Context: an optimization exercise on an open-source flow, tuned for small area, a short achievable clock period and few clock cycles per item. The choices shown serve that exercise and are no tape-out recipe. The RTL was checked by simulation tests, not by an equivalence proof against the original design. Power and IR drop assume default switching activity.

===== flow/flow/run.sh =====
#!/bin/bash
# Layout flow: the standard ORFS flow (standard.sh, all steps, with the
# settings of config.mk), with two changes:
#  - the timing repairs (after floorplan, clock tree synthesis and global
#    routing) aim for 16.2 ns of setup slack at the 22 ns clock instead of 0,
#    so that they also speed up paths that already meet it;
#  - the buffers that the flow puts on every input and output port are
#    sky130_fd_sc_hd__buf_2 cells (instead of the flow's first pick, a delay
#    cell), which the repairs may then resize.
# The clock, constraints, synthesis and everything else are the standard
# flow's.  The whole output of the flow goes to flow.log; ORFS keeps the log
# of each of its steps under orfs/logs.
set -euo pipefail
export SETUP_SLACK_MARGIN=16.2
export BUFFER_PORTS_ARGS="-buffer_cell sky130_fd_sc_hd__buf_2"
bash standard.sh > flow.log 2>&1

===== flow/standard.sh =====
#!/bin/bash
# synth_recipe.tcl (not shown) runs the flow's synth.tcl, then flattens the netlist and writes it again
# the make line also repeats each setting of config.mk as NAME=value (left out here)
make -C /OpenROAD-flow-scripts/flow DESIGN_CONFIG=/design/flow/config.mk WORK_HOME=/design/flow/orfs CLKGATE_MAP_FILE= SYNTH_SCRIPT=/design/flow/synth_recipe.tcl "${@:-finish}"

===== flow/config.mk =====
export PLATFORM = sky130hd
export DESIGN_NAME = fft
export DESIGN_NICKNAME = fft
export VERILOG_FILES = /design/flow/design.v
export SDC_FILE = /design/flow/constraint.sdc
export NUM_CORES = 8
export LEC_CHECK = 0
export CAP_MARGIN = 20
export CORE_AREA = 5 5 515 515
export CTS_CLUSTER_DIAMETER = 80
export CTS_CLUSTER_SIZE = 20
export DIE_AREA = 0 0 520 520
export PLACE_DENSITY = 0.72
export SLEW_MARGIN = 20

===== flow/constraint.sdc =====
create_clock -name core_clock -period 22.0 [get_ports {clk}]
set_input_delay 4.4000 -clock core_clock [delete_from_list [all_inputs] [get_ports {clk}]]
set_output_delay 4.4000 -clock core_clock [all_outputs]
set_load 0.01 [all_outputs]

===== flow/design.v =====
module fft(clk, rst, data_in, wr_en, data_out, next_data_rd, busy, start);
input wire clk;
input wire rst;
input wire [19:0] data_in;
input wire wr_en;
output reg [19:0] data_out;
input wire next_data_rd;
input wire start;
output reg busy;
localparam ST_WR = 2'd0, ST_BUSY = 2'd1, ST_RD = 2'd2;
localparam BC_DONE = 7'd88;
reg [1:0] state;
reg [5:0] wcnt;
reg wfull;
reg [6:0] bc;
reg [6:0] ir;
reg [6:0] rdc;
reg [19:0] xq;
reg weq;
function [2:0] rev3;
    input [2:0] v;
    rev3 = {v[0], v[1], v[2]};
endfunction
function [41:0] twb;
    input [5:0] w;
    case (w)
      6'd0: twb = {21'h040000, 21'h000000};
      6'd1: twb = {21'h040168, 21'h002c41};
      6'd2: twb = {21'h040b41, 21'h00d085};
      6'd3: twb = {21'h045240, 21'h009b89};
      6'd4: twb = {21'h045a70, 21'h016085};
      6'd5: twb = {21'h0460a8, 21'h010c6d};
      6'd6: twb = {21'h069246, 21'h071188};
      6'd7: twb = {21'h068286, 21'h06e396};
      6'd8: twb = {21'h06d240, 21'h06d240};
      6'd9: twb = {21'h06e396, 21'h068286};
      6'd10: twb = {21'h071188, 21'h069246};
      6'd11: twb = {21'h010c6d, 21'h0460a8};
      6'd12: twb = {21'h016085, 21'h045a70};
      6'd13: twb = {21'h009b89, 21'h045240};
      6'd14: twb = {21'h00d085, 21'h040b41};
      6'd15: twb = {21'h002c41, 21'h040168};
      6'd16: twb = {21'h000000, 21'h040000};
      6'd17: twb = {21'h006545, 21'h040168};
      6'd18: twb = {21'h029181, 21'h040b41};
      6'd19: twb = {21'h02d2ad, 21'h045240};
      6'd20: twb = {21'h032181, 21'h045a70};
      6'd21: twb = {21'h030549, 21'h0460a8};
      6'd22: twb = {21'h1550a8, 21'h069246};
      6'd23: twb = {21'h14aaae, 21'h068286};
      6'd24: twb = {21'h149b40, 21'h06d240};
      6'd25: twb = {21'h148b8e, 21'h06e396};
      6'd26: twb = {21'h14db4e, 21'h071188};
      6'd27: twb = {21'h142188, 21'h010c6d};
      6'd28: twb = {21'h141230, 21'h016085};
      6'd29: twb = {21'h141b40, 21'h009b89};
      6'd30: twb = {21'h140245, 21'h00d085};
      6'd31: twb = {21'h140048, 21'h002c41};
      6'd32: twb = {21'h140000, 21'h000000};
      6'd33: twb = {21'h140048, 21'h006545};
      6'd34: twb = {21'h140245, 21'h029181};
      6'd35: twb = {21'h141b40, 21'h02d2ad};
      6'd36: twb = {21'h141230, 21'h032181};
      6'd37: twb = {21'h142188, 21'h030549};
      6'd38: twb = {21'h14db4e, 21'h1550a8};
      6'd39: twb = {21'h148b8e, 21'h14aaae};
      6'd40: twb = {21'h149b40, 21'h149b40};
      6'd41: twb = {21'h14aaae, 21'h148b8e};
      6'd42: twb = {21'h1550a8, 21'h14db4e};
      6'd43: twb = {21'h030549, 21'h142188};
      6'd44: twb = {21'h032181, 21'h141230};
      6'd45: twb = {21'h02d2ad, 21'h141b40};
      6'd46: twb = {21'h029181, 21'h140245};
      6'd47: twb = {21'h006545, 21'h140048};
      6'd48: twb = {21'h000000, 21'h140000};
      6'd49: twb = {21'h002c41, 21'h140048};
      6'd50: twb = {21'h00d085, 21'h140245};
      6'd51: twb = {21'h009b89, 21'h141b40};
      6'd52: twb = {21'h016085, 21'h141230};
      6'd53: twb = {21'h010c6d, 21'h142188};
      6'd54: twb = {21'h071188, 21'h14db4e};
      6'd55: twb = {21'h06e396, 21'h148b8e};
      6'd56: twb = {21'h06d240, 21'h149b40};
      6'd57: twb = {21'h068286, 21'h14aaae};
      6'd58: twb = {21'h069246, 21'h1550a8};
      6'd59: twb = {21'h0460a8, 21'h030549};
      6'd60: twb = {21'h045a70, 21'h032181};
      6'd61: twb = {21'h045240, 21'h02d2ad};
      6'd62: twb = {21'h040b41, 21'h029181};
      6'd63: twb = {21'h040168, 21'h006545};
    endcase
endfunction
function [19:0] RE;
    input [39:0] v;
    RE = v[39:20];
endfunction
function [19:0] IM;
    input [39:0] v;
    IM = v[19:0];
endfunction
wire wr_go = (state == ST_WR) & weq & ~wfull;
function [19:0] proc;
    input [6:0] e;
    reg pX, pY, hX, hY;
    reg [1:0] sX, sY;
    reg [4:0] tX, tY;
    reg [6:0] eX2, eX3, eX4, eY2, eY3, eY4;
    reg [1:0] lX, lY;
    reg [2:0] rX, rY;
    reg [5:0] wX, wY;
    begin
        eX2 = e - 7'd6; eX3 = e - 7'd22; eX4 = e - 7'd54;
        eY2 = e - 7'd2; eY3 = e - 7'd18; eY4 = e - 7'd52;
        hX = 1'b0; hY = 1'b0;
        if (e >= 7'd6 && e < 7'd22) begin
            sX = 2'd0; tX = eX2[4:0]; pX = 1'b1; hX = tX[3];
        end else if (e >= 7'd22 && e < 7'd54) begin
            sX = 2'd1; tX = eX3[4:0]; pX = ~tX[2];
        end else if (e >= 7'd54 && e < 7'd86) begin
            sX = 2'd2; tX = eX4[4:0]; pX = ~tX[1];
        end else begin
            sX = 2'd3; tX = 5'd0; pX = 1'b0;
        end
        if (e >= 7'd2 && e < 7'd18) begin
            sY = 2'd0; tY = eY2[4:0]; pY = 1'b1; hY = tY[3];
        end else if (e >= 7'd18 && e < 7'd46) begin
            sY = 2'd1; tY = eY3[4:0]; pY = ~tY[2];
        end else if (e >= 7'd52 && e < 7'd84) begin
            sY = 2'd2; tY = eY4[4:0]; pY = ~tY[1];
        end else begin
            sY = 2'd3; tY = 5'd0; pY = 1'b0;
        end
        lX = tX[4:3] + 2'd2;
        lY = tY[4:3] + 2'd2;
        rX = rev3({1'b0, lX});
        rY = rev3({1'b1, lY});
        wX = (sX == 2'd1) ? {1'b0, rX, 2'b00} : {2'b00, rX, 1'b0} + {1'b0, tX[2], 4'b0000};
        wY = (sY == 2'd0) ? (hY ? 6'd24 : 6'd8) : (sY == 2'd1) ? {1'b0, rY, 2'b00} :
             {2'b00, rY, 1'b0} + {1'b0, tY[2], 4'b0000};
        proc = {pX, sX, hX, wX, pY, sY, hY, wY};
    end
endfunction
localparam CW_XROT = 0, CW_YROT = 1, CW_YFLAT = 2, CW_PXT = 3, CW_XH = 4, CW_PXB = 5,
           CW_WBX3 = 6, CW_WBX1 = 7, CW_PY = 8, CW_WBY7 = 9, CW_WBY3 = 10, CW_WBY1 = 11,
           CW_TX6 = 12, CW_TX4 = 13, CW_TY0 = 14, CW_TY1 = 15, CW_TY2 = 16, CW_TY6 = 17,
           CW_TY4 = 18, CW_W = 19, CW_PRE = 25, CW_DONE = 26, CW_FX = 27, CW_FY0 = 28,
           CW_FY1 = 29, CW_XFLAT = 30, CW_TY18 = 31, CW_FY9 = 32, CW_PY2H = 33, CW_N = 34;
function [CW_N-1:0] dec;
    input [6:0] c;
    reg [19:0] p0, p1, p2;
    reg pX0, pY0, pX1, pY1, pX2, pY2, hX0, hY0, hY1, hY2;
    reg [1:0] sX0, sY0, sX1, sY1, sX2, sY2;
    reg [CW_N-1:0] d;
    begin
        p0 = proc(c);
        p1 = proc(c + 7'd1);
        p2 = proc(c + 7'd2);
        pX0 = p0[19]; sX0 = p0[18:17]; hX0 = p0[16]; pY0 = p0[9]; sY0 = p0[8:7]; hY0 = p0[6];
        pX1 = p1[19]; sX1 = p1[18:17]; pY1 = p1[9]; sY1 = p1[8:7]; hY1 = p1[6];
        pX2 = p2[19]; sX2 = p2[18:17]; pY2 = p2[9]; sY2 = p2[8:7]; hY2 = p2[6];
        d = {CW_N{1'b0}};
        d[CW_XROT] = (c >= 7'd6) && (c < 7'd86);
        d[CW_XFLAT] = (c < 7'd86);
        d[CW_YROT] = ((c >= 7'd2) && (c < 7'd46)) || ((c >= 7'd48) && (c < 7'd84));
        d[CW_YFLAT] = (c < 7'd84);
        d[CW_PXT] = pX0 & (sX0 == 2'd0);
        d[CW_XH] = hX0;
        d[CW_PXB] = pX0 & (sX0 != 2'd0);
        d[CW_WBX3] = pX0 & (sX0 == 2'd1);
        d[CW_WBX1] = pX0 & (sX0 == 2'd2);
        d[CW_PY] = pY0;
        d[CW_WBY7] = pY0 & (sY0 == 2'd0) & ~hY0;
        d[CW_PY2H] = pY0 & (sY0 == 2'd0) & hY0;
        d[CW_WBY3] = pY0 & (sY0 == 2'd1);
        d[CW_WBY1] = pY0 & (sY0 == 2'd2);
        if (pY2) begin
            d[CW_TY0] = (sY2 == 2'd0) & (c == 7'd0);
            d[CW_TY1] = (sY2 == 2'd0) & (c == 7'd1);
            d[CW_TY2] = (sY2 == 2'd0) & ~hY2 & (c != 7'd0) & (c != 7'd1);
            d[CW_TY18] = (sY2 == 2'd0) & hY2;
            d[CW_TY6] = (sY2 == 2'd1);
            d[CW_TY4] = (sY2 == 2'd2);
            d[CW_W+5:CW_W] = p2[5:0];
        end else if (pX2 & (sX2 != 2'd0)) begin
            d[CW_TX6] = (sX2 == 2'd1);
            d[CW_TX4] = (sX2 == 2'd2);
            d[CW_W+5:CW_W] = p2[15:10];
        end
        d[CW_FX] = pX1 & (sX1 != 2'd0);
        d[CW_FY0] = pY1 & (c == 7'd1);
        d[CW_FY1] = pY1 & (c != 7'd1) & ~((sY1 == 2'd0) & hY1);
        d[CW_FY9] = pY1 & (sY1 == 2'd0) & hY1;
        d[CW_PRE] = (c >= BC_DONE - 7'd2) && (c <= BC_DONE);
        d[CW_DONE] = (c == BC_DONE);
        dec = d;
    end
endfunction
localparam [CW_N-1:0] CW_SPEC = (1 << CW_TY2) | (8 << CW_W) | (1 << CW_FY1);
wire busy_st = (state == ST_BUSY);
reg wgp;                             
wire fast = wr_go & wgp & (wcnt == 6'd63);
reg [CW_N-1:0] cw;
always @(posedge clk)
    cw <= (state == ST_WR) ? (start ? (fast ? dec(7'd2) : dec(7'd0)) : CW_SPEC) :
          (busy_st & ~cw[CW_DONE]) ? dec(bc + 7'd1) : {CW_N{1'b0}};
wire [CW_N-1:0] cwb = cw;
wire [39:0] Q [0:63];
wire [39:0] Dn [0:63];
wire [39:0] tin [0:7];
wire [7:0] en;
genvar gb, gp;
generate
    for (gb = 0; gb < 8; gb = gb + 1) begin : lane
        for (gp = 0; gp < 8; gp = gp + 1) begin : pos
            reg [39:0] r;
            assign Q[gb*8+gp] = r;
            always @(posedge clk)
                if (en[gb]) r <= Dn[gb*8+gp];
        end
    end
endgenerate
wire [2:0] wb = wcnt[5:3];
wire w67 = wb[2] & wb[1];
wire [19:0] hX = RE(Q[0]);           
wire [19:0] hG = RE(Q[16]);          
wire [19:0] hE = RE(Q[48]);          
wire [19:0] wp = hX + xq;
wire [19:0] wq = hX - xq;
wire [19:0] wGp = hG + wp;
wire [19:0] wGm = hG - wp;
wire [19:0] wnq = -wq;
wire [39:0] Xin = {(wb[2] ? (wb[1] ? wGm : wp) : xq), 20'd0};
wire [39:0] Yin = wb[1] ? {hE, wq} : {wq, 20'd0};
wire [39:0] X15 = {wGp, 20'd0};
wire [39:0] Y15 = {hE, wnq};
wire rd_st = (state == ST_RD);
wire rd_go = rd_st & next_data_rd;
wire iss = cwb[CW_PRE] | rd_go;
wire imode = rd_st | cwb[CW_PRE];
wire adv = busy_st | rd_go | (state == ST_WR);
wire [2:0] il = rev3(ir[2:0]);                  
wire [2:0] ib = {il[2], il[1:0] + 2'd2};        
wire [39:0] iss_f = Q[{ib, 3'd0}];
wire [39:0] iss_g = Q[{ib, 3'd1}];
wire [39:0] tap = ({40{cwb[CW_TX6]}} & Q[6]) | ({40{cwb[CW_TX4]}} & Q[4]) |
                  ({40{cwb[CW_TY0]}} & Q[40]) | ({40{cwb[CW_TY1]}} & Q[41]) |
                  ({40{cwb[CW_TY2]}} & Q[42]) | ({40{cwb[CW_TY18]}} & Q[50]) |
                  ({40{cwb[CW_TY6]}} & Q[38]) |
                  ({40{cwb[CW_TY4]}} & Q[36]);
wire [41:0] twv = twb(imode ? ir[5:0] : cw[CW_W+5:CW_W]);
reg [39:0] ga;
reg [20:0] tca, tsa;
reg [19:0] fa;
reg pa;
always @(posedge clk) begin
    if (adv) begin
        ga <= imode ? iss_g : tap;
        tca <= twv[41:21];
        tsa <= twv[20:0];
        fa <= ir[6] ? IM(iss_f) : RE(iss_f);
        pa <= ir[6];
    end
end
wire [19:0] S1, C1, S2, C2, S3, C3, S4, C4;
wire c1, c2, c3, c4, y1, y2, y3, y4;
bmul m1 (.x(ga[39:20]), .bd(tca), .sh(S1), .ch(C1), .c12(c1), .z(y1));
bmul m2 (.x(ga[19:0]),  .bd(tsa), .sh(S2), .ch(C2), .c12(c2), .z(y2));
bmul m3 (.x(ga[19:0]),  .bd(tca), .sh(S3), .ch(C3), .c12(c3), .z(y3));
bmul m4 (.x(ga[39:20]), .bd(tsa), .sh(S4), .ch(C4), .c12(c4), .z(y4));
function [39:0] csa20;
    input [19:0] a, b, c;
    input cin;
    reg [19:0] x, y;
    begin
        x = a ^ b ^ c;
        y = (a & b) | (a & c) | (b & c);
        csa20 = {x, y[18:0], cin};
    end
endfunction
wire [39:0] ra1 = csa20(S1, C1, S2, c1);
wire [39:0] ra2 = csa20(ra1[39:20], ra1[19:0], C2, c2);
wire [39:0] ri1 = csa20(S3, C3, ~S4, c3);
wire [39:0] ri2 = csa20(ri1[39:20], ri1[19:0], ~C4, ~c4);
reg [19:0] rA, rB, rD, rE;
reg z1, z2, z3, z4;
reg [39:0] F;
reg pb;
always @(posedge clk) begin
    if (adv) begin
        rA <= ra2[39:20]; rB <= ra2[19:0];
        rD <= ri2[39:20]; rE <= ri2[19:0];
        z1 <= y1; z2 <= y2; z3 <= y3; z4 <= y4;
        F <= cwb[CW_FX] ? Q[1] : cwb[CW_FY0] ? Q[32] : cwb[CW_FY1] ? Q[33] :
             cwb[CW_FY9] ? Q[41] : {fa, fa};
        pb <= pa;
    end
end
wire [19:0] fre = F[39:20];
wire [19:0] fim = F[19:0];
wire [19:0] bf_re = fre + rA + rB;
wire [19:0] bf_im = fim + rD + rE + 20'd1;
wire [19:0] bg_re = fre + ~rA + ~rB + {19'd0, z1} + {19'd0, z2};
wire [19:0] bg_im = fim + ~rD + ~rE + {19'd0, z3} + {19'd0, ~z4};
wire [39:0] bf = {bf_re, bf_im};
wire [39:0] bg = {bg_re, bg_im};
wire [19:0] tf = cw[CW_XH] ? RE(Q[8]) : RE(Q[0]);
wire [19:0] tg = cw[CW_XH] ? RE(Q[16]) : RE(Q[8]);
wire [19:0] tsum = tf + tg;
wire [19:0] tdif = tf - tg;
wire [19:0] tneg = -tg;
wire [39:0] trf = cw[CW_XH] ? {tf, tneg} : {tsum, 20'd0};
wire [39:0] trg = cw[CW_XH] ? {tf, tg} : {tdif, 20'd0};
wire [19:0] ow = pb ? bf_im : bf_re;    
reg [19:0] dq;        
wire xt0 = cwb[CW_PXT] & ~cw[CW_XH];
wire xt1 = cwb[CW_PXT] & cw[CW_XH];
wire [39:0] Xout = xt0 ? trf : cwb[CW_PXB] ? bf : Q[0];
wire [39:0] Yout = (cwb[CW_PY] & ~cwb[CW_PY2H]) ? bf : Q[32];
wire [2:0] istep = (ir[4:3] == 2'd1) ? 3'd6 : (ir[4:3] == 2'd3) ? 3'd2 : 3'd4;
genvar gl;
generate
    for (gl = 0; gl < 8; gl = gl + 1) begin : lctl
        reg [2:0] rot;
        wire wrst = (state == ST_WR);
        wire flat = wrst | (busy_st & ((gl < 4) ? cw[CW_XFLAT] : cw[CW_YFLAT]));
        wire frot = busy_st & ((gl < 4) ? cw[CW_XROT] : cw[CW_YROT]);
        wire wsh = (gl < 4) ? wr_go : (wr_go & wcnt[5]);
        assign en[gl] = wsh | frot | (~wrst & (rot != 3'd0));
        wire [39:0] own = Q[gl*8];
        wire [39:0] nxt = (gl == 3) ? (wrst ? Xin : Xout) :
                          (gl == 7) ? (wrst ? Yin : Yout) :
                          (gl == 1) ? ((wrst & w67) ? X15 : xt1 ? trg : Q[16]) :
                          (gl == 5) ? ((wrst & w67) ? Y15 : cwb[CW_PY2H] ? bg : Q[48]) :
                          (gl == 0) ? (xt0 ? trg : xt1 ? trf : Q[8]) :
                          (gl == 4) ? (cwb[CW_WBY7] ? bg : cwb[CW_PY2H] ? bf : Q[40]) : Q[gl*8+8];
        assign tin[gl] = flat ? nxt : own;
        always @(posedge clk) begin
            if (wrst)
                rot <= 3'd0;
            else if (iss && ib == gl)
                rot <= istep;
            else if (rot != 3'd0)
                rot <= rot - 3'd1;
        end
        for (gp = 0; gp < 8; gp = gp + 1) begin : dn
            if (gp == 7) begin : t
                assign Dn[gl*8+gp] = tin[gl];
            end else if (gl == 0 && gp == 3) begin : w3x
                assign Dn[gl*8+gp] = cwb[CW_WBX3] ? bg : Q[gl*8+gp+1];
            end else if (gl == 0 && gp == 1) begin : w1x
                assign Dn[gl*8+gp] = cwb[CW_WBX1] ? bg : Q[gl*8+gp+1];
            end else if (gl == 4 && gp == 3) begin : w3y
                assign Dn[gl*8+gp] = cwb[CW_WBY3] ? bg : Q[gl*8+gp+1];
            end else if (gl == 4 && gp == 1) begin : w1y
                assign Dn[gl*8+gp] = cwb[CW_WBY1] ? bg : Q[gl*8+gp+1];
            end else begin : sh
                assign Dn[gl*8+gp] = Q[gl*8+gp+1];
            end
        end
    end
endgenerate
always @(posedge clk) begin
    xq <= data_in;
    weq <= wr_en & ~rst;
    wgp <= wr_go;
    if (cwb[CW_DONE] | rd_go)
        dq <= ow;
    data_out <= (cwb[CW_DONE] | rd_go) ? ow : dq;
    busy <= ~rst & (((state == ST_WR) & start) | (busy_st & ~cw[CW_DONE]));
    if (iss)
        ir <= ir + 7'd1;
    if (rst) begin
        state <= ST_WR;
        wcnt <= 6'd0;
        wfull <= 1'b0;
        bc <= 7'd0;
    end else begin
        case (state)
        ST_WR: begin
            if (wr_go) begin
                wcnt <= wcnt + 6'd1;
                if (wcnt == 6'd63)
                    wfull <= 1'b1;
            end
            if (start) begin
                state <= ST_BUSY;
                bc <= fast ? 7'd2 : 7'd0;
                ir <= 7'd0;
            end
        end
        ST_BUSY: begin
            bc <= bc + 7'd1;
            if (cw[CW_DONE]) begin
                state <= ST_RD;
                rdc <= 7'd0;
            end
        end
        default: begin
            if (next_data_rd) begin
                rdc <= rdc + 7'd1;
                if (rdc == 7'd127) begin
                    state <= ST_WR;
                    wcnt <= 6'd0;
                    wfull <= 1'b0;
                end
            end
        end
        endcase
    end
end
endmodule
module bmul(x, bd, sh, ch, c12, z);
input wire [19:0] x;
input wire [20:0] bd;
output wire [19:0] sh;
output wire [19:0] ch;
output wire c12;
output wire z;
wire [20:0] xe = {x[19], x};
wire [20:0] xt = {x, 1'b0};
wire [6:0] ng = {bd[20], bd[17], bd[14], bd[11], bd[8], bd[5], bd[2]};
wire [20:0] pp0 = (({21{bd[0]}} & xe) | ({21{bd[1]}} & xt)) ^ {21{ng[0]}};
wire [20:0] pp1 = (({21{bd[3]}} & xe) | ({21{bd[4]}} & xt)) ^ {21{ng[1]}};
wire [20:0] pp2 = (({21{bd[6]}} & xe) | ({21{bd[7]}} & xt)) ^ {21{ng[2]}};
wire [20:0] pp3 = (({21{bd[9]}} & xe) | ({21{bd[10]}} & xt)) ^ {21{ng[3]}};
wire [20:0] pp4 = (({21{bd[12]}} & xe) | ({21{bd[13]}} & xt)) ^ {21{ng[4]}};
wire [20:0] pp5 = (({21{bd[15]}} & xe) | ({21{bd[16]}} & xt)) ^ {21{ng[5]}};
wire [20:0] pp6 = (({21{bd[18]}} & xe) | ({21{bd[19]}} & xt)) ^ {21{ng[6]}};
wire s1 = pp0[10] ^ pp1[8];
wire k2 = pp0[10] & pp1[8];
wire s3 = pp0[11] ^ pp1[9];
wire k4 = pp0[11] & pp1[9];
wire s5 = pp0[12] ^ pp1[10] ^ pp2[8];
wire k6 = (pp0[12] & pp1[10]) | (pp0[12] & pp2[8]) | (pp1[10] & pp2[8]);
wire s7 = pp3[6] ^ pp4[4];
wire k8 = pp3[6] & pp4[4];
wire s9 = pp0[13] ^ pp1[11] ^ pp2[9];
wire k10 = (pp0[13] & pp1[11]) | (pp0[13] & pp2[9]) | (pp1[11] & pp2[9]);
wire s11 = pp3[7] ^ pp4[5];
wire k12 = pp3[7] & pp4[5];
wire s13 = pp0[14] ^ pp1[12] ^ pp2[10];
wire k14 = (pp0[14] & pp1[12]) | (pp0[14] & pp2[10]) | (pp1[12] & pp2[10]);
wire s15 = pp3[8] ^ pp4[6];
wire k16 = pp3[8] & pp4[6];
wire s17 = pp0[15] ^ pp1[13] ^ pp2[11];
wire k18 = (pp0[15] & pp1[13]) | (pp0[15] & pp2[11]) | (pp1[13] & pp2[11]);
wire s19 = pp3[9] ^ pp4[7];
wire k20 = pp3[9] & pp4[7];
wire s21 = pp0[16] ^ pp1[14] ^ pp2[12];
wire k22 = (pp0[16] & pp1[14]) | (pp0[16] & pp2[12]) | (pp1[14] & pp2[12]);
wire s23 = pp3[10] ^ pp4[8];
wire k24 = pp3[10] & pp4[8];
wire s25 = pp0[17] ^ pp1[15] ^ pp2[13];
wire k26 = (pp0[17] & pp1[15]) | (pp0[17] & pp2[13]) | (pp1[15] & pp2[13]);
wire s27 = pp3[11] ^ pp4[9];
wire k28 = pp3[11] & pp4[9];
wire s29 = pp0[18] ^ pp1[16] ^ pp2[14];
wire k30 = (pp0[18] & pp1[16]) | (pp0[18] & pp2[14]) | (pp1[16] & pp2[14]);
wire s31 = pp3[12] ^ pp4[10];
wire k32 = pp3[12] & pp4[10];
wire s33 = pp0[19] ^ pp1[17] ^ pp2[15];
wire k34 = (pp0[19] & pp1[17]) | (pp0[19] & pp2[15]) | (pp1[17] & pp2[15]);
wire s35 = pp3[13] ^ pp4[11];
wire k36 = pp3[13] & pp4[11];
wire s37 = ~pp0[20] ^ pp1[18] ^ pp2[16];
wire k38 = (~pp0[20] & pp1[18]) | (~pp0[20] & pp2[16]) | (pp1[18] & pp2[16]);
wire s39 = pp3[14] ^ pp4[12] ^ pp5[10];
wire k40 = (pp3[14] & pp4[12]) | (pp3[14] & pp5[10]) | (pp4[12] & pp5[10]);
wire s41 = pp1[19] ^ pp2[17] ^ pp3[15];
wire k42 = (pp1[19] & pp2[17]) | (pp1[19] & pp3[15]) | (pp2[17] & pp3[15]);
wire s43 = pp4[13] ^ pp5[11];
wire k44 = pp4[13] & pp5[11];
wire s45 = ~pp1[20] ^ pp2[18] ^ pp3[16];
wire k46 = (~pp1[20] & pp2[18]) | (~pp1[20] & pp3[16]) | (pp2[18] & pp3[16]);
wire s47 = pp2[19] ^ pp3[17];
wire k48 = pp2[19] & pp3[17];
wire s49 = pp0[6] ^ pp1[4];
wire k50 = pp0[6] & pp1[4];
wire s51 = pp0[7] ^ pp1[5];
wire k52 = pp0[7] & pp1[5];
wire s53 = pp0[8] ^ pp1[6] ^ pp2[4];
wire k54 = (pp0[8] & pp1[6]) | (pp0[8] & pp2[4]) | (pp1[6] & pp2[4]);
wire s55 = pp3[2] ^ pp4[0];
wire k56 = pp3[2] & pp4[0];
wire s57 = pp0[9] ^ pp1[7] ^ pp2[5];
wire k58 = (pp0[9] & pp1[7]) | (pp0[9] & pp2[5]) | (pp1[7] & pp2[5]);
wire s59 = pp3[3] ^ pp4[1];
wire k60 = pp3[3] & pp4[1];
wire s61 = s1 ^ pp2[6] ^ pp3[4];
wire k62 = (s1 & pp2[6]) | (s1 & pp3[4]) | (pp2[6] & pp3[4]);
wire s63 = pp4[2] ^ pp5[0] ^ ng[5];
wire k64 = (pp4[2] & pp5[0]) | (pp4[2] & ng[5]) | (pp5[0] & ng[5]);
wire s65 = k2 ^ s3 ^ pp2[7];
wire k66 = (k2 & s3) | (k2 & pp2[7]) | (s3 & pp2[7]);
wire s67 = pp3[5] ^ pp4[3] ^ pp5[1];
wire k68 = (pp3[5] & pp4[3]) | (pp3[5] & pp5[1]) | (pp4[3] & pp5[1]);
wire s69 = k4 ^ s5 ^ s7;
wire k70 = (k4 & s5) | (k4 & s7) | (s5 & s7);
wire s71 = pp5[2] ^ pp6[0] ^ ng[6];
wire k72 = (pp5[2] & pp6[0]) | (pp5[2] & ng[6]) | (pp6[0] & ng[6]);
wire s73 = k6 ^ k8 ^ s9;
wire k74 = (k6 & k8) | (k6 & s9) | (k8 & s9);
wire s75 = s11 ^ pp5[3] ^ pp6[1];
wire k76 = (s11 & pp5[3]) | (s11 & pp6[1]) | (pp5[3] & pp6[1]);
wire s77 = k10 ^ k12 ^ s13;
wire k78 = (k10 & k12) | (k10 & s13) | (k12 & s13);
wire s79 = s15 ^ pp5[4] ^ pp6[2];
wire k80 = (s15 & pp5[4]) | (s15 & pp6[2]) | (pp5[4] & pp6[2]);
wire s81 = k14 ^ k16 ^ s17;
wire k82 = (k14 & k16) | (k14 & s17) | (k16 & s17);
wire s83 = s19 ^ pp5[5] ^ pp6[3];
wire k84 = (s19 & pp5[5]) | (s19 & pp6[3]) | (pp5[5] & pp6[3]);
wire s85 = k18 ^ k20 ^ s21;
wire k86 = (k18 & k20) | (k18 & s21) | (k20 & s21);
wire s87 = s23 ^ pp5[6] ^ pp6[4];
wire k88 = (s23 & pp5[6]) | (s23 & pp6[4]) | (pp5[6] & pp6[4]);
wire s89 = k22 ^ k24 ^ s25;
wire k90 = (k22 & k24) | (k22 & s25) | (k24 & s25);
wire s91 = s27 ^ pp5[7] ^ pp6[5];
wire k92 = (s27 & pp5[7]) | (s27 & pp6[5]) | (pp5[7] & pp6[5]);
wire s93 = k26 ^ k28 ^ s29;
wire k94 = (k26 & k28) | (k26 & s29) | (k28 & s29);
wire s95 = s31 ^ pp5[8] ^ pp6[6];
wire k96 = (s31 & pp5[8]) | (s31 & pp6[6]) | (pp5[8] & pp6[6]);
wire s97 = k30 ^ k32 ^ s33;
wire k98 = (k30 & k32) | (k30 & s33) | (k32 & s33);
wire s99 = s35 ^ pp5[9] ^ pp6[7];
wire k100 = (s35 & pp5[9]) | (s35 & pp6[7]) | (pp5[9] & pp6[7]);
wire s101 = k34 ^ k36 ^ s37;
wire k102 = (k34 & k36) | (k34 & s37) | (k36 & s37);
wire s103 = s39 ^ pp6[8] ^ 1'b1;
wire k104 = (s39 & pp6[8]) | (s39 & 1'b1) | (pp6[8] & 1'b1);
wire s105 = k38 ^ k40 ^ s41;
wire k106 = (k38 & k40) | (k38 & s41) | (k40 & s41);
wire s107 = s43 ^ pp6[9] ^ 1'b1;
wire k108 = (s43 & pp6[9]) | (s43 & 1'b1) | (pp6[9] & 1'b1);
wire s109 = k42 ^ k44 ^ s45;
wire k110 = (k42 & k44) | (k42 & s45) | (k44 & s45);
wire s111 = pp4[14] ^ pp5[12] ^ pp6[10];
wire k112 = (pp4[14] & pp5[12]) | (pp4[14] & pp6[10]) | (pp5[12] & pp6[10]);
wire s113 = k46 ^ s47 ^ pp4[15];
wire k114 = (k46 & s47) | (k46 & pp4[15]) | (s47 & pp4[15]);
wire s115 = pp5[13] ^ pp6[11] ^ 1'b1;
wire k116 = (pp5[13] & pp6[11]) | (pp5[13] & 1'b1) | (pp6[11] & 1'b1);
wire s117 = k48 ^ ~pp2[20] ^ pp3[18];
wire k118 = (k48 & ~pp2[20]) | (k48 & pp3[18]) | (~pp2[20] & pp3[18]);
wire s119 = pp4[16] ^ pp5[14] ^ pp6[12];
wire k120 = (pp4[16] & pp5[14]) | (pp4[16] & pp6[12]) | (pp5[14] & pp6[12]);
wire s121 = pp3[19] ^ pp4[17] ^ pp5[15];
wire k122 = (pp3[19] & pp4[17]) | (pp3[19] & pp5[15]) | (pp4[17] & pp5[15]);
wire s123 = pp6[13] ^ 1'b1;
wire k124 = pp6[13] & 1'b1;
wire s125 = ~pp3[20] ^ pp4[18] ^ pp5[16];
wire k126 = (~pp3[20] & pp4[18]) | (~pp3[20] & pp5[16]) | (pp4[18] & pp5[16]);
wire s127 = pp4[19] ^ pp5[17];
wire k128 = pp4[19] & pp5[17];
wire s129 = pp0[4] ^ pp1[2];
wire k130 = pp0[4] & pp1[2];
wire s131 = pp0[5] ^ pp1[3];
wire k132 = pp0[5] & pp1[3];
wire s133 = s49 ^ pp2[2] ^ pp3[0];
wire k134 = (s49 & pp2[2]) | (s49 & pp3[0]) | (pp2[2] & pp3[0]);
wire s135 = k50 ^ s51 ^ pp2[3];
wire k136 = (k50 & s51) | (k50 & pp2[3]) | (s51 & pp2[3]);
wire s137 = k52 ^ s53 ^ s55;
wire k138 = (k52 & s53) | (k52 & s55) | (s53 & s55);
wire s139 = k54 ^ k56 ^ s57;
wire k140 = (k54 & k56) | (k54 & s57) | (k56 & s57);
wire s141 = k58 ^ k60 ^ s61;
wire k142 = (k58 & k60) | (k58 & s61) | (k60 & s61);
wire s143 = k62 ^ k64 ^ s65;
wire k144 = (k62 & k64) | (k62 & s65) | (k64 & s65);
wire s145 = k66 ^ k68 ^ s69;
wire k146 = (k66 & k68) | (k66 & s69) | (k68 & s69);
wire s147 = k70 ^ k72 ^ s73;
wire k148 = (k70 & k72) | (k70 & s73) | (k72 & s73);
wire s149 = k74 ^ k76 ^ s77;
wire k150 = (k74 & k76) | (k74 & s77) | (k76 & s77);
wire s151 = k78 ^ k80 ^ s81;
wire k152 = (k78 & k80) | (k78 & s81) | (k80 & s81);
wire s153 = k82 ^ k84 ^ s85;
wire k154 = (k82 & k84) | (k82 & s85) | (k84 & s85);
wire s155 = k86 ^ k88 ^ s89;
wire k156 = (k86 & k88) | (k86 & s89) | (k88 & s89);
wire s157 = k90 ^ k92 ^ s93;
wire k158 = (k90 & k92) | (k90 & s93) | (k92 & s93);
wire s159 = k94 ^ k96 ^ s97;
wire k160 = (k94 & k96) | (k94 & s97) | (k96 & s97);
wire s161 = k98 ^ k100 ^ s101;
wire k162 = (k98 & k100) | (k98 & s101) | (k100 & s101);
wire s163 = k102 ^ k104 ^ s105;
wire k164 = (k102 & k104) | (k102 & s105) | (k104 & s105);
wire s165 = k106 ^ k108 ^ s109;
wire k166 = (k106 & k108) | (k106 & s109) | (k108 & s109);
wire s167 = k110 ^ k112 ^ s113;
wire k168 = (k110 & k112) | (k110 & s113) | (k112 & s113);
wire s169 = k114 ^ k116 ^ s117;
wire k170 = (k114 & k116) | (k114 & s117) | (k116 & s117);
wire s171 = k118 ^ k120 ^ s121;
wire k172 = (k118 & k120) | (k118 & s121) | (k120 & s121);
wire s173 = k122 ^ k124 ^ s125;
wire k174 = (k122 & k124) | (k122 & s125) | (k124 & s125);
wire s175 = k126 ^ s127 ^ pp6[15];
wire k176 = (k126 & s127) | (k126 & pp6[15]) | (s127 & pp6[15]);
wire s177 = k128 ^ ~pp4[20] ^ pp5[18];
wire k178 = (k128 & ~pp4[20]) | (k128 & pp5[18]) | (~pp4[20] & pp5[18]);
wire s179 = pp5[19] ^ pp6[17];
wire k180 = pp5[19] & pp6[17];
wire s181 = pp0[2] ^ pp1[0];
wire k182 = pp0[2] & pp1[0];
wire s183 = pp0[3] ^ pp1[1];
wire k184 = pp0[3] & pp1[1];
wire s185 = s129 ^ pp2[0] ^ ng[2];
wire k186 = (s129 & pp2[0]) | (s129 & ng[2]) | (pp2[0] & ng[2]);
wire s187 = k130 ^ s131 ^ pp2[1];
wire k188 = (k130 & s131) | (k130 & pp2[1]) | (s131 & pp2[1]);
wire s189 = k132 ^ s133 ^ ng[3];
wire k190 = (k132 & s133) | (k132 & ng[3]) | (s133 & ng[3]);
wire s191 = k134 ^ s135 ^ pp3[1];
wire k192 = (k134 & s135) | (k134 & pp3[1]) | (s135 & pp3[1]);
wire s193 = k136 ^ s137 ^ ng[4];
wire k194 = (k136 & s137) | (k136 & ng[4]) | (s137 & ng[4]);
wire s195 = k138 ^ s139 ^ s59;
wire k196 = (k138 & s139) | (k138 & s59) | (s139 & s59);
wire s197 = k140 ^ s141 ^ s63;
wire k198 = (k140 & s141) | (k140 & s63) | (s141 & s63);
wire s199 = k142 ^ s143 ^ s67;
wire k200 = (k142 & s143) | (k142 & s67) | (s143 & s67);
wire s201 = k144 ^ s145 ^ s71;
wire k202 = (k144 & s145) | (k144 & s71) | (s145 & s71);
wire s203 = k146 ^ s147 ^ s75;
wire k204 = (k146 & s147) | (k146 & s75) | (s147 & s75);
wire s205 = k148 ^ s149 ^ s79;
wire k206 = (k148 & s149) | (k148 & s79) | (s149 & s79);
wire s207 = k150 ^ s151 ^ s83;
wire k208 = (k150 & s151) | (k150 & s83) | (s151 & s83);
wire s209 = k152 ^ s153 ^ s87;
wire k210 = (k152 & s153) | (k152 & s87) | (s153 & s87);
wire s211 = k154 ^ s155 ^ s91;
wire k212 = (k154 & s155) | (k154 & s91) | (s155 & s91);
wire s213 = k156 ^ s157 ^ s95;
wire k214 = (k156 & s157) | (k156 & s95) | (s157 & s95);
wire s215 = k158 ^ s159 ^ s99;
wire k216 = (k158 & s159) | (k158 & s99) | (s159 & s99);
wire s217 = k160 ^ s161 ^ s103;
wire k218 = (k160 & s161) | (k160 & s103) | (s161 & s103);
wire s219 = k162 ^ s163 ^ s107;
wire k220 = (k162 & s163) | (k162 & s107) | (s163 & s107);
wire s221 = k164 ^ s165 ^ s111;
wire k222 = (k164 & s165) | (k164 & s111) | (s165 & s111);
wire s223 = k166 ^ s167 ^ s115;
wire k224 = (k166 & s167) | (k166 & s115) | (s167 & s115);
wire s225 = k168 ^ s169 ^ s119;
wire k226 = (k168 & s169) | (k168 & s119) | (s169 & s119);
wire s227 = k170 ^ s171 ^ s123;
wire k228 = (k170 & s171) | (k170 & s123) | (s171 & s123);
wire s229 = k172 ^ s173 ^ pp6[14];
wire k230 = (k172 & s173) | (k172 & pp6[14]) | (s173 & pp6[14]);
wire s231 = k174 ^ s175 ^ 1'b1;
wire k232 = (k174 & s175) | (k174 & 1'b1) | (s175 & 1'b1);
wire s233 = k176 ^ s177 ^ pp6[16];
wire k234 = (k176 & s177) | (k176 & pp6[16]) | (s177 & pp6[16]);
wire s235 = k178 ^ s179 ^ 1'b1;
wire k236 = (k178 & s179) | (k178 & 1'b1) | (s179 & 1'b1);
wire s237 = k180 ^ ~pp5[20] ^ pp6[18];
wire k238 = (k180 & ~pp5[20]) | (k180 & pp6[18]) | (~pp5[20] & pp6[18]);
wire s239 = pp6[19] ^ 1'b1;
wire k240 = pp6[19] & 1'b1;
wire [31:0] S = {k238, k236, k234, k232, k230, k228, k226, k224, k222, k220, k218, k216, k214, k212, k210, k208, k206, k204, k202, k200, k198, k196, k194, k192, k190, k188, k186, k184, k182, s181, pp0[1], pp0[0]};
wire [31:0] C = {s239, s237, s235, s233, s231, s229, s227, s225, s223, s221, s219, s217, s215, s213, s211, s209, s207, s205, s203, s201, s199, s197, s195, s193, s191, s189, s187, s185, s183, ng[1], 1'b0, ng[0]};
wire [12:0] lo = {1'b0, S[11:0]} + {1'b0, C[11:0]};
assign sh = S[31:12];
assign ch = C[31:12];
assign c12 = lo[12];
assign z = (lo[11:0] == 12'd0);
endmodule

==> out/summary.md, run 1 <==
### Timing
- setup repair after global routing missed its margin: true
- Worst Clk Skew: 0.0426 ns
- total negative slack for setup checks: 0 ns
- Slew Limit Fails: 0
- Slew @ Worst Pin: 1.27 ns
- maximum frequency from static timing analysis: 172 MHz
- Worst Hold Slack: 0.404 ns
- time the final worst path needs with I/O delays and setup: 5.80 ns
- part of the cycle the worst path needs: 26.4%
- Setup violations, final: 0
- relative slew slack: 14.3%
- hold violation count in the final report: 0

### Critical path
- Critical path buffers and inverters: 1
- cell with the largest stage delay on the worst path: sky130_fd_sc_hd__edfxtp_1
- kind of cell adding the most delay to the critical path: flip-flops
- register-to-register setup slack: 16.32 ns
- start of the worst register-to-register path: lane[0].pos[0].r[20]$_DFFE_PP_
- depth of the critical timing path with buffers and inverters included: 1
- worst path required time: 17.60 ns
- R2R cell count: 16
- worst reg2reg path endpoint: lane[3].pos[7].r[38]$_DFFE_PP_
- data arrival at the endpoint of the critical path: 1.40 ns
- largest driver fanout on the critical path: 1
- kind of start point of the critical path: flop
- category of the most critical setup path: flop to output port
- cell-by-cell listing of the critical path: buf_2
- endpoint class of the critical path: output port
- slowest stage delay, CP: 0.37 ns

### Synth
- combinational family with the most area after synthesis: compound AO/OA/AOI/OAI gates
- post-synthesis share of cell area spent on full adders, half adders and majority gates: 10.6%
- Synth Area per Inst: 13.1 µm²
- number of enable flip-flop cells after synthesis: 2,813
- Async SR Flop Fraction: 0%
- part of the Yosys area used for sequential elements: 59.7%
- compound-cell area share of the yosys netlist: 11.4%
- post-synth net total: 12,000
- number of warnings issued by yosys: 1
- XOR/XNOR Fraction of Synth Area: 5.16%
- Distinct cells, synth: 93
- predominant post-synthesis flop cell: sky130_fd_sc_hd__edfxtp_1
- fraction of synthesized area in multiplexers: 3.44%
- gate count of the mapped netlist: 11,100
- post-synthesis instance area: 0.145 mm²
- portion of synthesized cell area occupied by the leading cell type: 58.3%
- number of flip-flops and latches in the synthesized netlist: 2,915
- main area contributors after synthesis: sky130_fd_sc_hd__edfxtp_1, sky130_fd_sc_hd__fa_1, sky130_fd_sc_hd__ha_1, sky130_fd_sc_hd__xnor2_1, sky130_fd_sc_hd__a22oi_1
- cell accounting for the most synthesized area: sky130_fd_sc_hd__edfxtp_1
- simple-gate share of the synthesized area: 5.77%

### Hold path
- instance count along the most critical hold path: 0
- HP Start: lane[6].pos[4].r[37]$_DFFE_PP_
- hold path endpoint: lane[6].pos[3].r[37]$_DFFE_PP_
- path type of the worst min-delay path: flop to flop

### Detailed routing
- iteration-0 DRC count of the detailed router: 15,600
- routed via count: 97,300
- first-pass detailed-route iteration total: 7
- detailed-routed wire length on met2: 199 mm
- detailed-route wire length per cell: 32.6 µm
- detailed-routing wirelength on met1: 168 mm
- Routed Wire Length: 469 mm
- top metal layer carrying routed signals: met5
- DRC: 0
- Final ANT Viol Nets: 0
- met3 wire len: 72.9 mm
- per-cell via count in the routed design: 6.77

### Power
- maximum vdd ir drop: 0.203 mV
- power density normalized to cell area: 141 mW/mm²
- P_leak: 0.0549 µW
- Sw Ratio: 44.0%
- internal power contribution: 12,200 µW
- share of total power in combinational logic: 49.6%
- total power draw: 21,800 µW
- part of the power in the clock network: 16.0%
- power spent charging and discharging nets: 9600 µW
- sequential share of power: 34.4%

### Clock tree
- cts bufs inserted: 179
- CTS Root Buffer Type: sky130_fd_sc_hd__clkbuf_16
- number of buffers added for setup after CTS: 0
- worst-skew pair later-pin latency: 0.90 ns
- clock transition time at the flip-flop clock pins of the worst setup and hold paths: 0.08 ns
- H-tree depth: 4
- CTS tree: done
- Longest Clk Path Bufs: 3
- CTS sink count: 2,915

### Placed design
- count of input and output buffers: 45
- Detailed Place HPWL: 311 mm
- area of placed instances: 0.149 mm²
- placed insts: 14,100
- global placer's final weighted congestion: 0.975

### Global routing
- number of antenna violations at the first check in global routing: 39
- GRT Util Overall: 34.0%
- global-route wire length before repair: 667 mm
- largest net degree at the start of global routing: 163
- total congestion overflow: 0
- number of global-route vias before repair: 93,700

### Flow run
- Max Cap Viol: 0

### Final layout
- design area: 0.155 mm²
- area added between synthesis and finish: 6.84%
- share of post-route cells with drive strength above 1: 8.40%
- final net count: 11,800
- number of non-filler instances in the completed layout: 14,400

### Floorplanning
- total die area: 0.270 mm²
- number of placement rows: 187
- Die X: 520 µm
- die height: 520 µm
- core area: 0.259 mm²
- effective utilization at floorplan: 55.9%
- IO Count: 46

### Status
- run status: complete, no violations

metrics by stage:
| step | utilization, % | setup slack (ns) |
|---|---|---|
| floorplan | - | 13.47 |
| global placement | 57.5 | 15.31 |
| detailed placement | 57.5 | 15.27 |
| CTS | 59.6 | 16.13 |
| global route | 59.7 | 16.13 |
| finish | 59.7 | 16.20 |
repair_timing:
item	4_1_cts	5_1_grt
gates resized for setup	2	10
endpoints found under the setup margin	21	233
cloned	0	0
hold buffers	0	0
flip-flops by register name, summed over array words and instances, names as in the netlist, 6 cells and up:
| name | flops |
|---|---|
| lane.pos.r | 2560 |
| F | 40 |
| ga | 40 |
| cw | 32 |
| lctl.rot | 24 |
| dq | 20 |
| fa | 20 |
| rA | 20 |
| rB | 20 |
| rD | 20 |
| rE | 20 |
| tca | 20 |
| tsa | 20 |
| xq | 20 |
| bc | 7 |
| ir | 7 |
| rdc | 7 |
| wcnt | 6 |
power groups by stage:
| stage | registers (µW) | logic, µW | clock network [µW] |
|---|---|---|---|
| final | 7510 | 10800 | 3480 |
| after global routing | 7550 | 11600 | 3720 |
| after CTS | 7500 | 10500 | 3500 |
| after detailed placement | 7610 | 10300 | 0 |
| after global placement | 7600 | 10200 | 0 |
| after floorplan | 7510 | 5840 | 0 |
area by class of cell:
| type | count | area, µm² |
|---|---|---|
| Timing Repair Buffer | 329 | 2480 |
| Multi-Input combinational cell | 6665 | 53000 |
| Fill cell | 20000 | 105000 |
| Inverter | 780 | 2930 |
| Clock inverter | 41 | 623 |
| Clock buffer | 222 | 4760 |
| Tap cell | 3402 | 4260 |
| Antenna cell | 19 | 47.5 |
| Sequential cell | 2915 | 86600 |
layout by cell type, fill, tap and decap left out, drive strengths merged, types with 102 or more instances in the layout:
cell type  count
edfxtp      2813
nand2        886
inv          794
a21oi        630
a22oi        596
nor2         569
xnor2        543
fa           515
o21ai        502
ha           404
buf          328
xor2         303
mux2         223
clkbuf       222
mux2i        220
a221oi       126
nand3        109
dfxtp        102
cell families after synthesis:
group,count (synthesis)
DFF,2915
AOI/OAI and AO/OA,2507
and+or+nand+nor,1938
adders and majority gates,919
xor gates and xnor gates,846
muxes,455
buffers and inverters,1502
cell usage after synthesis, types with 12 or more instances:
cell	count
sky130_fd_sc_hd__a22o_1	73
sky130_fd_sc_hd__and3_1	39
sky130_fd_sc_hd__mux4_2	12
sky130_fd_sc_hd__and2_1	15
sky130_fd_sc_hd__a211oi_1	64
sky130_fd_sc_hd__nand2_1	885
sky130_fd_sc_hd__nor4_1	20
sky130_fd_sc_hd__edfxtp_1	2813
sky130_fd_sc_hd__mux2_2	223
sky130_fd_sc_hd__a221o_1	42
sky130_fd_sc_hd__buf_1	124
sky130_fd_sc_hd__a21boi_0	14
sky130_fd_sc_hd__dfxtp_1	102
sky130_fd_sc_hd__nand3_1	108
sky130_fd_sc_hd__o31ai_1	39
sky130_fd_sc_hd__nor3_1	78
sky130_fd_sc_hd__a22oi_1	596
sky130_fd_sc_hd__nor2b_1	74
sky130_fd_sc_hd__o221ai_1	30
sky130_fd_sc_hd__o21ai_0	492
sky130_fd_sc_hd__a31oi_1	49
sky130_fd_sc_hd__xnor2_1	539
sky130_fd_sc_hd__a21o_1	49
sky130_fd_sc_hd__xor2_1	302
sky130_fd_sc_hd__nor3b_1	14
sky130_fd_sc_hd__a221oi_1	126
sky130_fd_sc_hd__o21bai_1	35
sky130_fd_sc_hd__o211ai_1	54
sky130_fd_sc_hd__o22ai_1	50
sky130_fd_sc_hd__o21a_1	43
sky130_fd_sc_hd__clkbuf_1	588
sky130_fd_sc_hd__inv_1	776
sky130_fd_sc_hd__nand2b_1	47
sky130_fd_sc_hd__a21oi_1	630
sky130_fd_sc_hd__mux2i_1	220
sky130_fd_sc_hd__or3_1	28
sky130_fd_sc_hd__nor2_1	568
sky130_fd_sc_hd__ha_1	404
sky130_fd_sc_hd__nand4_1	19
sky130_fd_sc_hd__fa_1	515
per-layer routing:
metal | up-vias | global-route usage (%)
li1 | 39600 | -
met4 | 32 | 15.8
met5 | - | 0.246
met1 | 48200 | 45.4
met2 | 7711 | 49.5
met3 | 1689 | 13.0
how the worst max path moves through the flow:
stage / from / end / slack [ns]
2_1_floorplan: next_data_rd / F[0]$_DFFE_PP_ / 13.47
3_3_place_gp: next_data_rd / F[13]$_DFFE_PP_ / 15.31
4_1_cts: dq[16]$_DFFE_PP_ / data_out[16] / 16.13
3_5_place_dp: next_data_rd / F[13]$_DFFE_PP_ / 15.27
5_1_grt: dq[16]$_DFFE_PP_ / data_out[16] / 16.13
6_report: dq[13]$_DFFE_PP_ / data_out[13] / 16.20
Testbench counts, summed over its fixed seeds: cycles 17,920, frames 64.
==> run 2: changes to the inputs <==
--- a/flow/design.v
+++ b/flow/design.v
@@ -8,7 +8,7 @@
 input wire start;
 output reg busy;
 localparam ST_WR = 2'd0, ST_BUSY = 2'd1, ST_RD = 2'd2;
-localparam BC_DONE = 7'd88;
+localparam BC_DONE = 7'd89;
 reg [1:0] state;
 reg [5:0] wcnt;
 reg wfull;
@@ -98,7 +98,6 @@
     input [39:0] v;
     IM = v[19:0];
 endfunction
-wire wr_go = (state == ST_WR) & weq & ~wfull;
 function [19:0] proc;
     input [6:0] e;
     reg pX, pY, hX, hY;
@@ -143,8 +142,9 @@
 localparam CW_XROT = 0, CW_YROT = 1, CW_YFLAT = 2, CW_PXT = 3, CW_XH = 4, CW_PXB = 5,
            CW_WBX3 = 6, CW_WBX1 = 7, CW_PY = 8, CW_WBY7 = 9, CW_WBY3 = 10, CW_WBY1 = 11,
            CW_TX6 = 12, CW_TX4 = 13, CW_TY0 = 14, CW_TY1 = 15, CW_TY2 = 16, CW_TY6 = 17,
-           CW_TY4 = 18, CW_W = 19, CW_PRE = 25, CW_DONE = 26, CW_FX = 27, CW_FY0 = 28,
-           CW_FY1 = 29, CW_XFLAT = 30, CW_TY18 = 31, CW_FY9 = 32, CW_PY2H = 33, CW_N = 34;
+           CW_TY4 = 18, CW_W = 19, CW_PRE = 25, CW_DONE = 26, CW_PB1 = 27, CW_PB2 = 28,
+           CW_FX = 29, CW_FY0 = 30, CW_FY1 = 31, CW_XFLAT = 32, CW_TY18 = 33, CW_FY9 = 34,
+           CW_PY2H = 35, CW_N = 36;
 function [CW_N-1:0] dec;
     input [6:0] c;
     reg [19:0] p0, p1, p2;
@@ -190,20 +190,18 @@
         d[CW_FY0] = pY1 & (c == 7'd1);
         d[CW_FY1] = pY1 & (c != 7'd1) & ~((sY1 == 2'd0) & hY1);
         d[CW_FY9] = pY1 & (sY1 == 2'd0) & hY1;
-        d[CW_PRE] = (c >= BC_DONE - 7'd2) && (c <= BC_DONE);
+        d[CW_PRE] = (c >= BC_DONE - 7'd3) && (c <= BC_DONE);
         d[CW_DONE] = (c == BC_DONE);
+        d[CW_PB1] = (c == BC_DONE);
+        d[CW_PB2] = (c == BC_DONE - 7'd1);
         dec = d;
     end
 endfunction
-localparam [CW_N-1:0] CW_SPEC = (1 << CW_TY2) | (8 << CW_W) | (1 << CW_FY1);
 wire busy_st = (state == ST_BUSY);
-reg wgp;                             
-wire fast = wr_go & wgp & (wcnt == 6'd63);
 reg [CW_N-1:0] cw;
 always @(posedge clk)
-    cw <= (state == ST_WR) ? (start ? (fast ? dec(7'd2) : dec(7'd0)) : CW_SPEC) :
-          (busy_st & ~cw[CW_DONE]) ? dec(bc + 7'd1) : {CW_N{1'b0}};
-wire [CW_N-1:0] cwb = cw;
+    cw <= (state == ST_WR) ? dec(7'd0) : (busy_st & ~cw[CW_DONE]) ? dec(bc + 7'd1) : {CW_N{1'b0}};
+wire [CW_N-1:0] cwb = cw & {CW_N{busy_st}};
 wire [39:0] Q [0:63];
 wire [39:0] Dn [0:63];
 wire [39:0] tin [0:7];
@@ -219,6 +217,7 @@
         end
     end
 endgenerate
+wire wr_go = (state == ST_WR) & weq & ~wfull;
 wire [2:0] wb = wcnt[5:3];
 wire w67 = wb[2] & wb[1];
 wire [19:0] hX = RE(Q[0]);           
@@ -233,11 +232,12 @@
 wire [39:0] Yin = wb[1] ? {hE, wq} : {wq, 20'd0};
 wire [39:0] X15 = {wGp, 20'd0};
 wire [39:0] Y15 = {hE, wnq};
+reg rdq;
 wire rd_st = (state == ST_RD);
 wire rd_go = rd_st & next_data_rd;
-wire iss = cwb[CW_PRE] | rd_go;
+wire iss = cwb[CW_PRE] | (rd_st & rdq);
 wire imode = rd_st | cwb[CW_PRE];
-wire adv = busy_st | rd_go | (state == ST_WR);
+wire adv = busy_st | (rd_st & rdq);
 wire [2:0] il = rev3(ir[2:0]);                  
 wire [2:0] ib = {il[2], il[1:0] + 2'd2};        
 wire [39:0] iss_f = Q[{ib, 3'd0}];
@@ -310,7 +310,8 @@
 wire [19:0] tneg = -tg;
 wire [39:0] trf = cw[CW_XH] ? {tf, tneg} : {tsum, 20'd0};
 wire [39:0] trg = cw[CW_XH] ? {tf, tg} : {tdif, 20'd0};
-wire [19:0] ow = pb ? bf_im : bf_re;    
+wire [19:0] ow = pb ? bf_im : bf_re;
+reg [19:0] ob1, ob2;
 reg [19:0] dq;        
 wire xt0 = cwb[CW_PXT] & ~cw[CW_XH];
 wire xt1 = cwb[CW_PXT] & cw[CW_XH];
@@ -362,11 +363,15 @@
 always @(posedge clk) begin
     xq <= data_in;
     weq <= wr_en & ~rst;
-    wgp <= wr_go;
-    if (cwb[CW_DONE] | rd_go)
-        dq <= ow;
-    data_out <= (cwb[CW_DONE] | rd_go) ? ow : dq;
+    rdq <= rd_go | cwb[CW_DONE];
+    if (cwb[CW_PB2] | rd_go)
+        dq <= cwb[CW_PB2] ? ow : ob1;
+    data_out <= cwb[CW_PB2] ? ow : rd_go ? ob1 : dq;
     busy <= ~rst & (((state == ST_WR) & start) | (busy_st & ~cw[CW_DONE]));
+    if (cwb[CW_PB1] | rd_go)
+        ob1 <= (cwb[CW_PB1] | rdq) ? ow : ob2;
+    if (rd_st & rdq)
+        ob2 <= ow;
     if (iss)
         ir <= ir + 7'd1;
     if (rst) begin
@@ -384,7 +389,7 @@
             end
             if (start) begin
                 state <= ST_BUSY;
-                bc <= fast ? 7'd2 : 7'd0;
+                bc <= 7'd0;
                 ir <= 7'd0;
             end
         end
==> flow/run.sh (new file) <==
#!/bin/bash
# synth_recipe.tcl (not shown) runs the flow's synth.tcl, then flattens the netlist and writes it again
# the make line also repeats each setting of config.mk as NAME=value (left out here)
make -C /OpenROAD-flow-scripts/flow DESIGN_CONFIG=/design/flow/config.mk WORK_HOME=/design/flow/orfs CLKGATE_MAP_FILE= SYNTH_SCRIPT=/design/flow/synth_recipe.tcl finish
--- a/flow/config.mk
+++ b/flow/config.mk
@@ -5,10 +5,11 @@
 export SDC_FILE = /design/flow/constraint.sdc
 export NUM_CORES = 8
 export LEC_CHECK = 0
-export CAP_MARGIN = 20
+export CAP_MARGIN = 70
 export CORE_AREA = 5 5 515 515
 export CTS_CLUSTER_DIAMETER = 80
 export CTS_CLUSTER_SIZE = 20
 export DIE_AREA = 0 0 520 520
 export PLACE_DENSITY = 0.72
-export SLEW_MARGIN = 20
+export SETUP_SLACK_MARGIN = 5
+export SLEW_MARGIN = 70
removed: flow/flow/run.sh
removed: flow/standard.sh
==> out/summary.md, run 2 <==
### Critical path
- worst path required time: 17.60 ns
- kind of cell adding the most delay to the critical path: buffers and inverters
- cell with the largest stage delay on the worst path: sky130_fd_sc_hd__clkdlybuf4s50_1
- data arrival at the endpoint of the critical path: 1.85 ns
- slowest stage delay, CP: 0.56 ns
- endpoint class of the critical path: output port
- kind of start point of the critical path: flop
- cell-by-cell listing of the critical path: clkdlybuf4s50_1
- category of the most critical setup path: flop to output port
- Critical path buffers and inverters: 1
- largest driver fanout on the critical path: 1

### Final layout
- most used cells in the layout excluding fill and tap cells: sky130_fd_sc_hd__edfxtp_1, sky130_fd_sc_hd__nand2_1, sky130_fd_sc_hd__inv_1
- Fillers: 19,100
- design area: 0.164 mm²
- area added between synthesis and finish: 11.6%
- number of flip-flops under the largest register name: 2,560
- share of post-route cells with drive strength above 1: 10.8%
- most common library cell in the layout ignoring fill and taps: sky130_fd_sc_hd__edfxtp_1
- Regs by FF count: lane.pos.r: 2560 flops, F: 40 flops, ga: 40 flops
- final net count: 12,300
- Reg with most FFs: lane.pos.r

### Synth
- compound-cell area share of the yosys netlist: 12.3%
- Synth Area per Inst: 12.9 µm²
- simple-gate share of the synthesized area: 6.36%
- portion of synthesized cell area occupied by the leading cell type: 58.5%
- post-synthesis share of cell area spent on full adders, half adders and majority gates: 10.5%
- number of enable flip-flop cells after synthesis: 2,853
- Distinct cells, synth: 103
- gate count of the mapped netlist: 11,400
- post-synthesis instance area: 0.146 mm²
- number of warnings issued by yosys: 1
- post-synth net total: 12,300
- most common cell in the synthesized netlist: sky130_fd_sc_hd__edfxtp_1
- cell accounting for the most synthesized area: sky130_fd_sc_hd__edfxtp_1
- main area contributors after synthesis: sky130_fd_sc_hd__edfxtp_1, sky130_fd_sc_hd__fa_1, sky130_fd_sc_hd__ha_1, sky130_fd_sc_hd__xnor2_1, sky130_fd_sc_hd__a22oi_1
- predominant post-synthesis flop cell: sky130_fd_sc_hd__edfxtp_1
- combinational family with the most area after synthesis: compound AO/OA/AOI/OAI gates
- Async SR Flop Fraction: 0%
- fraction of synthesized area in multiplexers: 1.46%
- most used standard cells in the synthesized netlist: sky130_fd_sc_hd__edfxtp_1, sky130_fd_sc_hd__nand2_1, sky130_fd_sc_hd__inv_1
- XOR/XNOR Fraction of Synth Area: 5.24%
- number of flip-flops and latches in the synthesized netlist: 2,976
- part of the Yosys area used for sequential elements: 60.2%

### Power
- share of total power in combinational logic: 55.4%
- maximum vdd ir drop: 0.345 mV
- power density normalized to cell area: 179 mW/mm²
- Sw Ratio: 45.4%
- part of the power in the clock network: 12.3%
- total power draw: 29,300 µW
- power spent charging and discharging nets: 13,300 µW
- P_leak: 0.0592 µW
- internal power contribution: 16,000 µW
- sequential share of power: 32.3%

### Hold path
- path type of the worst min-delay path: flop to flop

### Floorplanning
- total die area: 0.270 mm²
- die height: 520 µm
- IO Count: 46
- core area: 0.259 mm²
- number of placement rows: 187
- effective utilization at floorplan: 56.5%
- Die X: 520 µm

### Timing
- Slew Limit Fails: 0
- Setup violations, final: 0
- Worst Clk Skew: 0.0895 ns
- hold violation count in the final report: 0
- time the final worst path needs with I/O delays and setup: 6.25 ns
- relative slew slack: 65.1%
- part of the cycle the worst path needs: 28.4%
- setup repair after global routing missed its margin: false
- Slew @ Worst Pin: 0.522 ns
- maximum frequency from static timing analysis: 160 MHz

### Clock tree
- number of buffers added for setup after CTS: 0
- worst-skew pair later-pin latency: 0.92 ns
- Hold-fix buffers, CTS: 0
- CTS sink count: 2,976
- CTS tree: done
- post-CTS resize count: 0
- cts bufs inserted: 184
- clock transition time at the flip-flop clock pins of the worst setup and hold paths: 0.09 ns
- Longest Clk Path Bufs: 3
- H-tree depth: 4
- CTS Root Buffer Type: sky130_fd_sc_hd__clkbuf_16

### Detailed routing
- iteration-0 DRC count of the detailed router: 16,400
- DRC: 0
- per-cell via count in the routed design: 6.75
- first-pass detailed-route iteration total: 7
- routed via count: 101,000
- detailed-route wire length per cell: 33.1 µm
- Final ANT Viol Nets: 0
- Routed Wire Length: 494 mm

### Global routing
- number of antenna violations at the first check in global routing: 44
- largest net degree at the start of global routing: 60
- number of global-route vias before repair: 96,600
- global-route wire length before repair: 701 mm
- GRT Util Overall: 35.8%
- total congestion overflow: 0

### Placed design
- global placer's final weighted congestion: 1.01
- count of input and output buffers: 45
- area of placed instances: 0.157 mm²
- Detailed Place HPWL: 341 mm

### Status
- run status: complete, no violations

### Flow run
- Max Cap Viol: 0

run 2: changes by cell type in the layout (fill, tap and decap cells not counted), sizes merged, moves of 62 or more:
cell   previous run  this run
a21oi           630       513
a22o             74       155
a31oi            49       111
buf             328       495
mux2            223        71
mux2i           220       122
nand2           886      1065
o21ai           502       627
run 2: power by group through the flow:
stage          logic, µW  clock network [µW]  registers, µW
2_1_floorplan       8490                   0          10700
3_3_place_gp       14100                   0           9560
3_5_place_dp       15500                   0           9560
4_1_cts            15800                3620           9460
5_1_grt            17400                3860           9570
6_report           16300                3610           9480
run 2: worst paths after layout:
path,start,end,slack (ns),cells past startpoint
worst max-delay path,data_out[7]$_DFF_P_,data_out[7],15.75,1
worst min-delay path,lane[5].pos[3].r[20]$_DFFE_PP_,lane[5].pos[2].r[20]$_DFFE_PP_,0.35,0
worst max register to register,lane[0].pos[0].r[20]$_DFFE_PP_,lane[3].pos[7].r[36]$_DFFE_PP_,16.55,21
worst min register to register,lane[5].pos[3].r[20]$_DFFE_PP_,lane[5].pos[2].r[20]$_DFFE_PP_,0.35,0
run 2: cell type report:
type | instances | area, µm² | area share (%)
Tap cell | 3402 | 4260 | 2.60
Sequential cell | 2976 | 88200 | 53.9
Antenna cell | 26 | 65.1 | 0.0398
Inverter | 798 | 3000 | 1.84
Timing Repair Buffer | 570 | 7050 | 4.31
Clock inverter | 49 | 792 | 0.484
Multi-Input combinational cell | 6865 | 55300 | 33.8
Clock buffer | 239 | 4850 | 2.97
run 2: per-stage QoR:
step	setup WS [ns]	instances	hold WS [ns]	setup TNS [ns]	util (%)
floorplan	-2.76	11400	0.400	-7067.46	-
global placement	15.19	14400	0.400	0	58.2
detailed placement	15.69	14600	0.405	0	60.5
CTS	15.69	14900	0.353	0	62.7
global route	15.69	14900	0.371	0	63.0
finish	15.75	14900	0.351	0	63.1
run 2: cells by family (layout without fill, tap and decap cells):
logic type / Yosys count / after routing
mux: 198 / 198
simple gates: 2186 / 2186
buf+inv: 1552 / 1656
compound gates: 2697 / 2697
xor+xnor: 864 / 864
fa+ha+maj: 920 / 920
flops: 2976 / 2976
other cells: 0 / 26
run 2: layer usage:
metal	global-route usage, %	up-vias	share of wire, %
met2	51.8	8097	42
met5	0.263	-	0.021
li1	-	41100	-
met1	48.5	49600	36
met3	10.8	1827	14
met4	20.6	16	7.7
Testbench counts of run 2, summed over its fixed seeds: cycles 18,112, frames 64.

==> separate check: timing with driven ports <==
How much do the figures lean on ideal ports? The routed layouts below were timed once more, with nothing changed but the port constraints.
Step 1 sets driving cells, clkbuf_16 on the clock port and buf_2 on the other inputs (assumed; they add their load-dependent delay and slew).
Step 2 moves the port delays by t, midway between the first and last clock arrival at a register: inputs arrive t later, outputs are due t later. That takes back most of the time a late clock gives input paths.
Three values: ideal, step 1, step 2; two values: the first two.
run | t (ns) | setup slack, ns | worst hold slack (ns) | clock arrival spread, ns
run 1 | 0.973 | 16.202 / 16.105 / 15.401 | 0.404 / 0.404 / 0.404 | 0.046 / 0.046
run 2 | 0.976 | 15.752 / 15.653 / 15.821 | 0.351 / 0.351 / 0.351 | 0.091 / 0.092
After both steps every run listed still meets setup and hold. For run 1, which loses most, drivers alone change the setup slack by -0.097 ns; drivers and shift together by -0.801 ns.
